Source: an optimization exercise on an open RTL-to-GDS flow (aim: small area). Production flows keep margins and buffers that such runs may drop.
Function was checked by simulation only, so behaviour that the tests miss may differ from the original.
No activity file was given, so power comes from the tool's default toggle rates.

==> flow/design.v <==
module DE2(
	input CLOCK_50,
	input rst,
	output [6:0] HEX0,
	output [6:0] HEX1,
	output [6:0] HEX2,
	output [6:0] HEX3,
	output [6:0] HEX4,
	output [6:0] HEX5,
	output [6:0] HEX6,
	output [6:0] HEX7
);
reg [15:0] t;
reg [3:0] k9;
reg [3:0] c11;
always @(posedge CLOCK_50) begin
	if (rst)
		t <= 16'h0800;
	else
		t <= t + 1'b1;
end
always @(posedge CLOCK_50) begin
	if (rst)
		k9 <= 4'd0;
	else if (t[7:0] == 8'h7f)
		k9 <= (k9 == 4'd8) ? 4'd0 : k9 + 1'b1;
end
always @(posedge CLOCK_50) begin
	if (rst)
		c11 <= 4'd0;
	else if (t[6:0] == 7'h3f)
		c11 <= (c11 == 4'd10) ? 4'd0 : c11 + 1'b1;
end
reg [55:0] hex;
always @(*) begin
	case (t[15:12])
		4'd0: hex =
			(k9 == 4'd0) ? 56'h00000000000000 :
			(k9 == 4'd1) ? 56'hf1e3c78f1e3c78 :
			(k9 == 4'd2) ? 56'h0408102040bc02 :
			(k9 == 4'd3) ? 56'h2448912244bc12 :
			(k9 == 4'd4) ? 56'h32649193267c19 :
			(k9 == 4'd5) ? 56'h60c09306067c30 :
			(k9 == 4'd6) ? 56'h48909244867c30 :
			(k9 == 4'd7) ? 56'h4890924f267c30 :
			56'h48909248067c30;
		4'd1: hex =
			(t[10:6] == 5'd0) ? 56'h484924033e1824 :
			(t[10:6] == 5'd1) ? 56'h484924033e1830 :
			(t[10:6] == 5'd2) ? 56'h484924033e1830 :
			(t[10:6] == 5'd3) ? 56'h484924033e3c30 :
			(t[10:6] == 5'd4) ? 56'h484924033e3c30 :
			(t[10:6] == 5'd5) ? 56'h48492403267c30 :
			(t[10:6] == 5'd6) ? 56'h48492403267c30 :
			(t[10:6] == 5'd7) ? 56'h48492408067c30 :
			(t[10:6] == 5'd8) ? 56'h48492408067c30 :
			(t[10:6] == 5'd9) ? 56'h48492248067c30 :
			(t[10:6] == 5'd10) ? 56'h48492248067c30 :
			(t[10:6] == 5'd11) ? 56'h48489248067c30 :
			(t[10:6] == 5'd12) ? 56'h48489248067c30 :
			(t[10:6] == 5'd13) ? 56'h48909248067c30 :
			(t[10:6] == 5'd14) ? 56'h48909248067c30 :
			(t[10:6] == 5'd15) ? 56'h48909248067c30 :
			(t[10:6] == 5'd16) ? 56'h48909248067c30 :
			(t[10:6] == 5'd17) ? 56'h48912124900cf8 :
			(t[10:6] == 5'd18) ? 56'h48912124900cf8 :
			(t[10:6] == 5'd19) ? 56'h60912242492019 :
			(t[10:6] == 5'd20) ? 56'h60912242492019 :
			(t[10:6] == 5'd21) ? 56'hf0c12244849240 :
			(t[10:6] == 5'd22) ? 56'hf0c12244849240 :
			(t[10:6] == 5'd23) ? 56'h33e18244890924 :
			(t[10:6] == 5'd24) ? 56'h33e18244890924 :
			(t[10:6] == 5'd25) ? 56'h8067c304891212 :
			(t[10:6] == 5'd26) ? 56'h8067c304891212 :
			(t[10:6] == 5'd27) ? 56'h4900cf86091224 :
			(t[10:6] == 5'd28) ? 56'h4900cf86091224 :
			(t[10:6] == 5'd29) ? 56'h2492019f0c1224 :
			(t[10:6] == 5'd30) ? 56'h2492019f0c1224 :
			56'h484924033e1824;
		4'd2: hex =
			(t[9:8] == 2'd0) ? 56'h49fc97f81ffc7f :
			(t[9:8] == 2'd1) ? 56'hfe93fa4fe67fb0 :
			(t[9:8] == 2'd2) ? 56'hfe93fa4fe67fb0 :
			56'h49fc97f81ffc7f;
		4'd3: hex =
			(t[9:8] == 2'd0) ? 56'h4893fff8067fff :
			(t[9:8] == 2'd1) ? 56'hfffc924ffffc30 :
			(t[9:8] == 2'd2) ? 56'hfffc924ffffc30 :
			56'h4893fff8067fff;
		4'd4: hex =
			(t[9:8] == 2'd0) ? 56'hfe9097ffe67c7f :
			(t[9:8] == 2'd1) ? 56'h49fffa481fffb0 :
			(t[9:8] == 2'd2) ? 56'h49fffa481fffb0 :
			56'hfe9097ffe67c7f;
		4'd5: hex =
			(c11 == 4'd0) ? 56'hffffffffffffb0 :
			(c11 == 4'd1) ? 56'hfffffffffffc30 :
			(c11 == 4'd2) ? 56'hffffffffe67c30 :
			(c11 == 4'd3) ? 56'hfffffff8067c30 :
			(c11 == 4'd4) ? 56'hfffffa48067c30 :
			(c11 == 4'd5) ? 56'hfffc9248067c30 :
			(c11 == 4'd6) ? 56'hfe909248067c30 :
			(c11 == 4'd7) ? 56'h48909248067c30 :
			(c11 == 4'd8) ? 56'h48909248067c30 :
			(c11 == 4'd9) ? 56'h48909248067c30 :
			56'h48909248067c30;
		4'd6: hex =
			(c11 == 4'd0) ? 56'hfffffff81fffff :
			(c11 == 4'd1) ? 56'hfffffff8067fff :
			(c11 == 4'd2) ? 56'hfffffff8067c7f :
			(c11 == 4'd3) ? 56'hfffffff8067c30 :
			(c11 == 4'd4) ? 56'hfffffa48067c30 :
			(c11 == 4'd5) ? 56'hfffc9248067c30 :
			(c11 == 4'd6) ? 56'hfe909248067c30 :
			(c11 == 4'd7) ? 56'h48909248067c30 :
			(c11 == 4'd8) ? 56'h48909248067c30 :
			(c11 == 4'd9) ? 56'h48909248067c30 :
			56'h48909248067c30;
		4'd7: hex =
			(t[5:4] == 2'd0) ? 56'hffffffffffffff :
			(t[5:4] == 2'd1) ? 56'h48909248067c30 :
			(t[5:4] == 2'd2) ? 56'h48909248067c30 :
			56'hffffffffffffff;
		4'd8: hex =
			({k9, t[7:6]} == 6'd0) ? 56'hffffffffffffb0 :
			({k9, t[7:6]} == 6'd1) ? 56'hfffffffffffc30 :
			({k9, t[7:6]} == 6'd2) ? 56'hffffffffffffb0 :
			({k9, t[7:6]} == 6'd3) ? 56'hffffffffffffb0 :
			({k9, t[7:6]} == 6'd4) ? 56'hffffffffe67c30 :
			({k9, t[7:6]} == 6'd5) ? 56'hfffffff8067c30 :
			({k9, t[7:6]} == 6'd6) ? 56'hfffffffffffc30 :
			({k9, t[7:6]} == 6'd7) ? 56'hffffffffe67c30 :
			({k9, t[7:6]} == 6'd8) ? 56'hfffffa48067c30 :
			({k9, t[7:6]} == 6'd9) ? 56'hfffc9248067c30 :
			({k9, t[7:6]} == 6'd10) ? 56'hfffffff8067c30 :
			({k9, t[7:6]} == 6'd11) ? 56'hfffffa48067c30 :
			({k9, t[7:6]} == 6'd12) ? 56'hfe909248067c30 :
			({k9, t[7:6]} == 6'd13) ? 56'h48909248067c30 :
			({k9, t[7:6]} == 6'd14) ? 56'hfffc9248067c30 :
			({k9, t[7:6]} == 6'd15) ? 56'hfe909248067c30 :
			({k9, t[7:6]} == 6'd16) ? 56'h48909248067c30 :
			({k9, t[7:6]} == 6'd17) ? 56'h48909248067c30 :
			({k9, t[7:6]} == 6'd18) ? 56'h48909248067c30 :
			({k9, t[7:6]} == 6'd19) ? 56'h48909248067c30 :
			({k9, t[7:6]} == 6'd20) ? 56'h48909248067c30 :
			({k9, t[7:6]} == 6'd21) ? 56'hfe909248067c30 :
			({k9, t[7:6]} == 6'd22) ? 56'h48909248067c30 :
			({k9, t[7:6]} == 6'd23) ? 56'h48909248067c30 :
			({k9, t[7:6]} == 6'd24) ? 56'hfffc9248067c30 :
			({k9, t[7:6]} == 6'd25) ? 56'hfffffa48067c30 :
			({k9, t[7:6]} == 6'd26) ? 56'hfe909248067c30 :
			({k9, t[7:6]} == 6'd27) ? 56'hfffc9248067c30 :
			({k9, t[7:6]} == 6'd28) ? 56'hfffffff8067c30 :
			({k9, t[7:6]} == 6'd29) ? 56'hffffffffe67c30 :
			({k9, t[7:6]} == 6'd30) ? 56'hfffffa48067c30 :
			({k9, t[7:6]} == 6'd31) ? 56'hfffffff8067c30 :
			({k9, t[7:6]} == 6'd32) ? 56'hfffffffffffc30 :
			({k9, t[7:6]} == 6'd33) ? 56'hffffffffffffb0 :
			({k9, t[7:6]} == 6'd34) ? 56'hffffffffe67c30 :
			56'hfffffffffffc30;
		4'd9: hex =
			({k9, t[7:6]} == 6'd0) ? 56'h49ffffffffffb0 :
			({k9, t[7:6]} == 6'd1) ? 56'h4893fffffffc30 :
			({k9, t[7:6]} == 6'd2) ? 56'h49ffffffffffb0 :
			({k9, t[7:6]} == 6'd3) ? 56'h49ffffffffffb0 :
			({k9, t[7:6]} == 6'd4) ? 56'h489097ffe67c30 :
			({k9, t[7:6]} == 6'd5) ? 56'h48909248067c30 :
			({k9, t[7:6]} == 6'd6) ? 56'h4893fffffffc30 :
			({k9, t[7:6]} == 6'd7) ? 56'h489097ffe67c30 :
			({k9, t[7:6]} == 6'd8) ? 56'h489097ffe67c30 :
			({k9, t[7:6]} == 6'd9) ? 56'h4893fffffffc30 :
			({k9, t[7:6]} == 6'd10) ? 56'h48909248067c30 :
			({k9, t[7:6]} == 6'd11) ? 56'h489097ffe67c30 :
			({k9, t[7:6]} == 6'd12) ? 56'h49ffffffffffb0 :
			({k9, t[7:6]} == 6'd13) ? 56'hffffffffffffff :
			({k9, t[7:6]} == 6'd14) ? 56'h4893fffffffc30 :
			({k9, t[7:6]} == 6'd15) ? 56'h49ffffffffffb0 :
			({k9, t[7:6]} == 6'd16) ? 56'hffffffffffffff :
			({k9, t[7:6]} == 6'd17) ? 56'hffffffffffffff :
			({k9, t[7:6]} == 6'd18) ? 56'hffffffffffffff :
			({k9, t[7:6]} == 6'd19) ? 56'hffffffffffffff :
			({k9, t[7:6]} == 6'd20) ? 56'hffffffffffffff :
			({k9, t[7:6]} == 6'd21) ? 56'h49ffffffffffb0 :
			({k9, t[7:6]} == 6'd22) ? 56'hffffffffffffff :
			({k9, t[7:6]} == 6'd23) ? 56'hffffffffffffff :
			({k9, t[7:6]} == 6'd24) ? 56'h4893fffffffc30 :
			({k9, t[7:6]} == 6'd25) ? 56'h489097ffe67c30 :
			({k9, t[7:6]} == 6'd26) ? 56'h49ffffffffffb0 :
			({k9, t[7:6]} == 6'd27) ? 56'h4893fffffffc30 :
			({k9, t[7:6]} == 6'd28) ? 56'h48909248067c30 :
			({k9, t[7:6]} == 6'd29) ? 56'h489097ffe67c30 :
			({k9, t[7:6]} == 6'd30) ? 56'h489097ffe67c30 :
			({k9, t[7:6]} == 6'd31) ? 56'h48909248067c30 :
			({k9, t[7:6]} == 6'd32) ? 56'h4893fffffffc30 :
			({k9, t[7:6]} == 6'd33) ? 56'h49ffffffffffb0 :
			({k9, t[7:6]} == 6'd34) ? 56'h489097ffe67c30 :
			56'h4893fffffffc30;
		4'd10: hex =
			({k9, t[7:6]} == 6'd0) ? 56'hefdfbf7efffff7 :
			({k9, t[7:6]} == 6'd1) ? 56'hcf9f9e7c7efdf3 :
			({k9, t[7:6]} == 6'd2) ? 56'h48909248067c30 :
			({k9, t[7:6]} == 6'd3) ? 56'hefdfbf7efffff7 :
			({k9, t[7:6]} == 6'd4) ? 56'h4e9d9a7c6efdb3 :
			({k9, t[7:6]} == 6'd5) ? 56'h4a949a58267cb1 :
			({k9, t[7:6]} == 6'd6) ? 56'hcf9f9e7c7efdf3 :
			({k9, t[7:6]} == 6'd7) ? 56'h4e9d9a7c6efdb3 :
			({k9, t[7:6]} == 6'd8) ? 56'h48909248067c30 :
			({k9, t[7:6]} == 6'd9) ? 56'h48909248067c30 :
			({k9, t[7:6]} == 6'd10) ? 56'h4a949a58267cb1 :
			({k9, t[7:6]} == 6'd11) ? 56'h48909248067c30 :
			({k9, t[7:6]} == 6'd12) ? 56'hefdfbf7efffff7 :
			({k9, t[7:6]} == 6'd13) ? 56'hcf9f9e7c7efdf3 :
			({k9, t[7:6]} == 6'd14) ? 56'h48909248067c30 :
			({k9, t[7:6]} == 6'd15) ? 56'hefdfbf7efffff7 :
			({k9, t[7:6]} == 6'd16) ? 56'h4e9d9a7c6efdb3 :
			({k9, t[7:6]} == 6'd17) ? 56'h4a949a58267cb1 :
			({k9, t[7:6]} == 6'd18) ? 56'hcf9f9e7c7efdf3 :
			({k9, t[7:6]} == 6'd19) ? 56'h4e9d9a7c6efdb3 :
			({k9, t[7:6]} == 6'd20) ? 56'h48909248067c30 :
			({k9, t[7:6]} == 6'd21) ? 56'h48909248067c30 :
			({k9, t[7:6]} == 6'd22) ? 56'h4a949a58267cb1 :
			({k9, t[7:6]} == 6'd23) ? 56'h48909248067c30 :
			({k9, t[7:6]} == 6'd24) ? 56'hefdfbf7efffff7 :
			({k9, t[7:6]} == 6'd25) ? 56'hcf9f9e7c7efdf3 :
			({k9, t[7:6]} == 6'd26) ? 56'h48909248067c30 :
			({k9, t[7:6]} == 6'd27) ? 56'hefdfbf7efffff7 :
			({k9, t[7:6]} == 6'd28) ? 56'h4e9d9a7c6efdb3 :
			({k9, t[7:6]} == 6'd29) ? 56'h4a949a58267cb1 :
			({k9, t[7:6]} == 6'd30) ? 56'hcf9f9e7c7efdf3 :
			({k9, t[7:6]} == 6'd31) ? 56'h4e9d9a7c6efdb3 :
			({k9, t[7:6]} == 6'd32) ? 56'h48909248067c30 :
			({k9, t[7:6]} == 6'd33) ? 56'h48909248067c30 :
			({k9, t[7:6]} == 6'd34) ? 56'h4a949a58267cb1 :
			56'h48909248067c30;
		4'd11: hex =
			(t[10:6] == 5'd0) ? 56'h61e0cc04849224 :
			(t[10:6] == 5'd1) ? 56'h49e0cc04849224 :
			(t[10:6] == 5'd2) ? 56'h49e0cc04849224 :
			(t[10:6] == 5'd3) ? 56'h4890cc04849224 :
			(t[10:6] == 5'd4) ? 56'h4890cc04849224 :
			(t[10:6] == 5'd5) ? 56'h48909404849224 :
			(t[10:6] == 5'd6) ? 56'h48909404849224 :
			(t[10:6] == 5'd7) ? 56'h48909244849224 :
			(t[10:6] == 5'd8) ? 56'h48909244849224 :
			(t[10:6] == 5'd9) ? 56'h48909248049224 :
			(t[10:6] == 5'd10) ? 56'h48909248049224 :
			(t[10:6] == 5'd11) ? 56'h48909248065224 :
			(t[10:6] == 5'd12) ? 56'h48909248065224 :
			(t[10:6] == 5'd13) ? 56'h48909248067c24 :
			(t[10:6] == 5'd14) ? 56'h48909248067c24 :
			(t[10:6] == 5'd15) ? 56'h48909248067c30 :
			(t[10:6] == 5'd16) ? 56'h48909248067c30 :
			(t[10:6] == 5'd17) ? 56'h484924033e1830 :
			(t[10:6] == 5'd18) ? 56'h484924033e1830 :
			(t[10:6] == 5'd19) ? 56'h2492019f0c1878 :
			(t[10:6] == 5'd20) ? 56'h2492019f0c1878 :
			(t[10:6] == 5'd21) ? 56'h4900cf860c3c19 :
			(t[10:6] == 5'd22) ? 56'h4900cf860c3c19 :
			(t[10:6] == 5'd23) ? 56'h8067c3061e0cc0 :
			(t[10:6] == 5'd24) ? 56'h8067c3061e0cc0 :
			(t[10:6] == 5'd25) ? 56'h33e1830f066024 :
			(t[10:6] == 5'd26) ? 56'h33e1830f066024 :
			(t[10:6] == 5'd27) ? 56'hf0c18783301212 :
			(t[10:6] == 5'd28) ? 56'hf0c18783301212 :
			(t[10:6] == 5'd29) ? 56'h60c3c198090924 :
			(t[10:6] == 5'd30) ? 56'h60c3c198090924 :
			56'h61e0cc04849224;
		4'd12: hex =
			(t[8:7] == 2'd0) ? 56'hffffffffffffff :
			(t[8:7] == 2'd1) ? 56'h48909248067c30 :
			(t[8:7] == 2'd2) ? 56'h48909248067c30 :
			56'hffffffffffffff;
		4'd13: hex =
			(t[8:7] == 2'd0) ? 56'h48909248067c30 :
			(t[8:7] == 2'd1) ? 56'h244921280a7886 :
			(t[8:7] == 2'd2) ? 56'h244921280a7886 :
			56'h48909248067c30;
		4'd14: hex =
			(t[9:8] == 2'd0) ? 56'h4890924fffffff :
			(t[9:8] == 2'd1) ? 56'hfffffff8067c30 :
			(t[9:8] == 2'd2) ? 56'hfffffff8067c30 :
			56'h4890924fffffff;
		default: hex = 56'h48909248067c30;
	endcase
end
assign {HEX7, HEX6, HEX5, HEX4, HEX3, HEX2, HEX1, HEX0} = hex;
endmodule
==> flow/run.sh <==
#!/bin/bash
# synth_recipe.tcl (not shown) runs the flow's synth.tcl, then flattens the netlist and writes it again
# the make line also repeats each setting of config.mk as NAME=value (left out here)
make -C /OpenROAD-flow-scripts/flow DESIGN_CONFIG=/design/flow/config.mk WORK_HOME=/design/flow/orfs CLKGATE_MAP_FILE= SYNTH_SCRIPT=/design/flow/synth_recipe.tcl finish
==> flow/config.mk <==
export PLATFORM = sky130hd
export DESIGN_NAME = DE2
export DESIGN_NICKNAME = DE2
export VERILOG_FILES = /design/flow/design.v
export SDC_FILE = /design/flow/constraint.sdc
export NUM_CORES = 4
export LEC_CHECK = 0
export CAP_MARGIN = 20
export CORE_MARGIN = 2
export CORE_UTILIZATION = 40
export SLEW_MARGIN = 20
==> flow/constraint.sdc <==
create_clock -name core_clock -period 10.0 [get_ports {CLOCK_50}]
set_input_delay 2.0000 -clock core_clock [delete_from_list [all_inputs] [get_ports {CLOCK_50}]]
set_output_delay 2.0000 -clock core_clock [all_outputs]
set_load 0.01 [all_outputs]
==> flow_summary.ini <==
[sta]
relSlewSlack_pct = 29.4
setup_violations = 0
worstMarginPinSlew_ps = 1050
hold_ws_ps = 462
rsz0062_at_grt = false
fin_crit_ps = 6380
maxSlewViolCount = 0
fmax_mhz = 157
fin_skew_ps = 2.50
timing.final.crit_share_pct = 63.8
layout_setup_ws_ps = 3620
setup_tns_ps = 0
hold_violations = 0

[placed_design]
place_area_sq_mm = 0.00571
place_hpwl_mm = 20.4
gp_congestion = 1.05
dp.cells = 990
io_buffers = 57
pre_cts_ws_ps = 4040

[clock_tree]
clk_pin_slew_ps = 60
cts_tree = done
cts.sinks = 24
cts.path.max_buffers = 2
clk_latency_ps = 260
postCtsHoldBufs = 0
cts_setup_buffers = 0
htree_levels = 1
cts_buffers = 3
cts_root_buffer = clkbuf_16
cts_resized = 0

[synthesis]
synth_fa_ha_area_share_pct = 2.84
yosys-top-cells-area = dfxtp_1 (9.2%), o21ai_0 (8.0%), a21oi_1 (7.8%)
synth_area_per_cell_sq_um = 6.29
ys_async_sr_fraction_pct = 0
synth-simple-area-share_pct = 37.2
yosys_register_bits = 24
synthTopCellsByCount = o21ai_0 (83), a21oi_1 (81), nand2_1 (78)
synth_xor_xnor_area_share_pct = 3.20
ys_types = 90
synth-main-ff-cell = dfxtp_1
synth_compound_area_share_pct = 39.4
synth_top_area_share_pct = 9.23
synth_nets = 841
muxShareOfSynthArea_pct = 0.409
synth.most_common_cell = o21ai_0
synth_largest_area_cell = dfxtp_1
synth_top_family_by_area = compound AO/OA/AOI/OAI gates
syn-cell-area_sq_mm = 0.00520
yosysWarnings = 1
synth_cells = 828
seq_area_frac_synth_pct = 9.23
synth_edf_count = 0

[worst_setup_path]
critPathMaxFanout = 29
start_kind = flip-flop
slowest_delay_ps = 910
cpMaxStageDelayCell = nor2_1
cp_cell_sequence = inv_1, ha_1, nor2_1, a41oi_1, a2bb2oi_1, nor4_2, a21oi_1, or4b_1, clkdlybuf4s50_1
end_kind = output pin
cp.arrival_ps = 4380
setup.worst_path.class = flip-flop to output pin
required_ps = 8000

[finish]
area_delta_synth_final_pct = 11.8
fin_util_pct = 45.9
finalNetCount = 837
diodes = 0
fin_area_sq_mm = 0.00582
nFillCells = 1338
instances_no_fill = 995
drive_gt1_share_pct = 4.86

[detailed_routing]
routed_wl_mm = 27.3
viasPerCell = 7.24
wl_per_cell_microns = 27.4
drcViolationCount = 0
first_pass_iters = 7
ant_nets = 0
drtIter0Drc = 1060
vias = 7199

[global_route]
grt_pass1_vias = 6783
grt_pass1_wl_mm = 40.8
antenna_found_initial = 0
grt_remaining_overflow = 0
grt_usage_pct = 37.6
grt_max_degree = 72

[power]
p_leak_nw = 2.09
finalPower_mw = 0.216
ir_drop_mv = 0.122
power.density_mw_per_mm2 = 37.1

[status]
status = timing/DRC/antenna clean

[floorplan]
coreArea_sq_mm = 0.0127
die_height_microns = 118
num_rows = 41
die-area_sq_mm = 0.0139
ios = 58
die_x_microns = 118
start_util_pct = 41.1

[hold_path]
hp-class = flip-flop to flip-flop

[job]
max-cap-violations = 0
layer usage:
layer  vias up  track usage [%]  part of all wire [%]
met3       157             4.22                   9.2
met1      3322             44.7                    37
met4         0             27.5                   8.3
met2       588             62.2                    46
li1       3132                -                     -
met5         -                0                     0
path summary, 6_finish.rpt:
| check | startpoint | to | slack, ps | cells past startpoint |
|---|---|---|---|---|
| worst min register to register | t[0]$_SDFF_PP0_ | t[0]$_SDFF_PP0_ | 460 | 1 |
| worst max register to register | t[7]$_SDFF_PP0_ | t[14]$_SDFF_PP0_ | 7570 | 6 |
| worst max-delay path | k9[0]$_SDFFE_PP0N_ | HEX2[1] | 3620 | 9 |
| worst min-delay path | t[0]$_SDFF_PP0_ | t[0]$_SDFF_PP0_ | 460 | 1 |
worst max-delay path: cells and delay by family, from the launching register on:
| family | cells | cell delay, ps |
|---|---|---|
| simple gates | 3 | 1780 |
| fa+ha+maj | 1 | 550 |
| flops | 1 | 430 |
| compound gates | 3 | 700 |
| buf+inv | 2 | 650 |
flip-flops by register name, indices dropped and copies added, names as in the netlist:
register / flops
t: 16
c11: 4
k9: 4
logic make-up after synthesis:
family          after synthesis
mux                           2
flops                        24
buf+inv                      89
simple gates                368
xor+xnor                     19
fa+ha+maj                    12
compound gates              314
where the power goes:
| group | internal [mW] | switching (mW) |
|---|---|---|
| Sequential | 0.0966 | 0.000846 |
| Combinational | 0.00140 | 0.00226 |
| Clock | 0.0796 | 0.0350 |
| Total | 0.178 | 0.0381 |
area by class of cell:
| class | instances | area [sq um] | area share (%) |
|---|---|---|---|
| Multi-Input combinational cell | 715 | 4320 | 74.3 |
| Timing Repair Buffer | 68 | 651 | 11.2 |
| Sequential cell | 24 | 482 | 8.28 |
| Tap cell | 172 | 215 | 3.70 |
| Clock buffer | 3 | 75.1 | 1.29 |
| Inverter | 12 | 45.0 | 0.774 |
| Clock inverter | 1 | 30.0 | 0.516 |
layout by cell type (no fill, tap or decap), types with 14 or more instances in the layout:
cell type,netlist,layout
o21ai_0,83,83
a21oi_1,81,81
nand2_1,78,78
nor2_1,76,76
clkdlybuf4s50_1,0,57
nand3_1,38,38
nor3_1,29,29
nand4_1,23,23
dfxtp_1,24,23
nor2b_1,21,21
nand2b_1,20,20
or3_1,16,16
o211ai_1,14,14

[static timing again, ports no longer ideal]
The flow's constraints put no driver on any port. The routed layout listed below was extracted and timed again, unchanged, in two steps. Step 1 assumes that a clkbuf_16 drives the clock port and a buf_2 every other input. Step 2 also shifts input and output timing later by t, the mid clock arrival at the registers, as if the neighbouring blocks saw the same clock. Slacks: no drivers / after step 1 / after step 2; pairs: no drivers / after step 1.
t (ns): 0.292
setup slack, ns: 3.618 / 3.588 / 3.880
worst data-port slew with drivers (ns): 0.03
After both steps this run still meets setup and hold. The setup slack of this run moves by -0.030 ns with the drivers and by +0.262 ns with both steps.
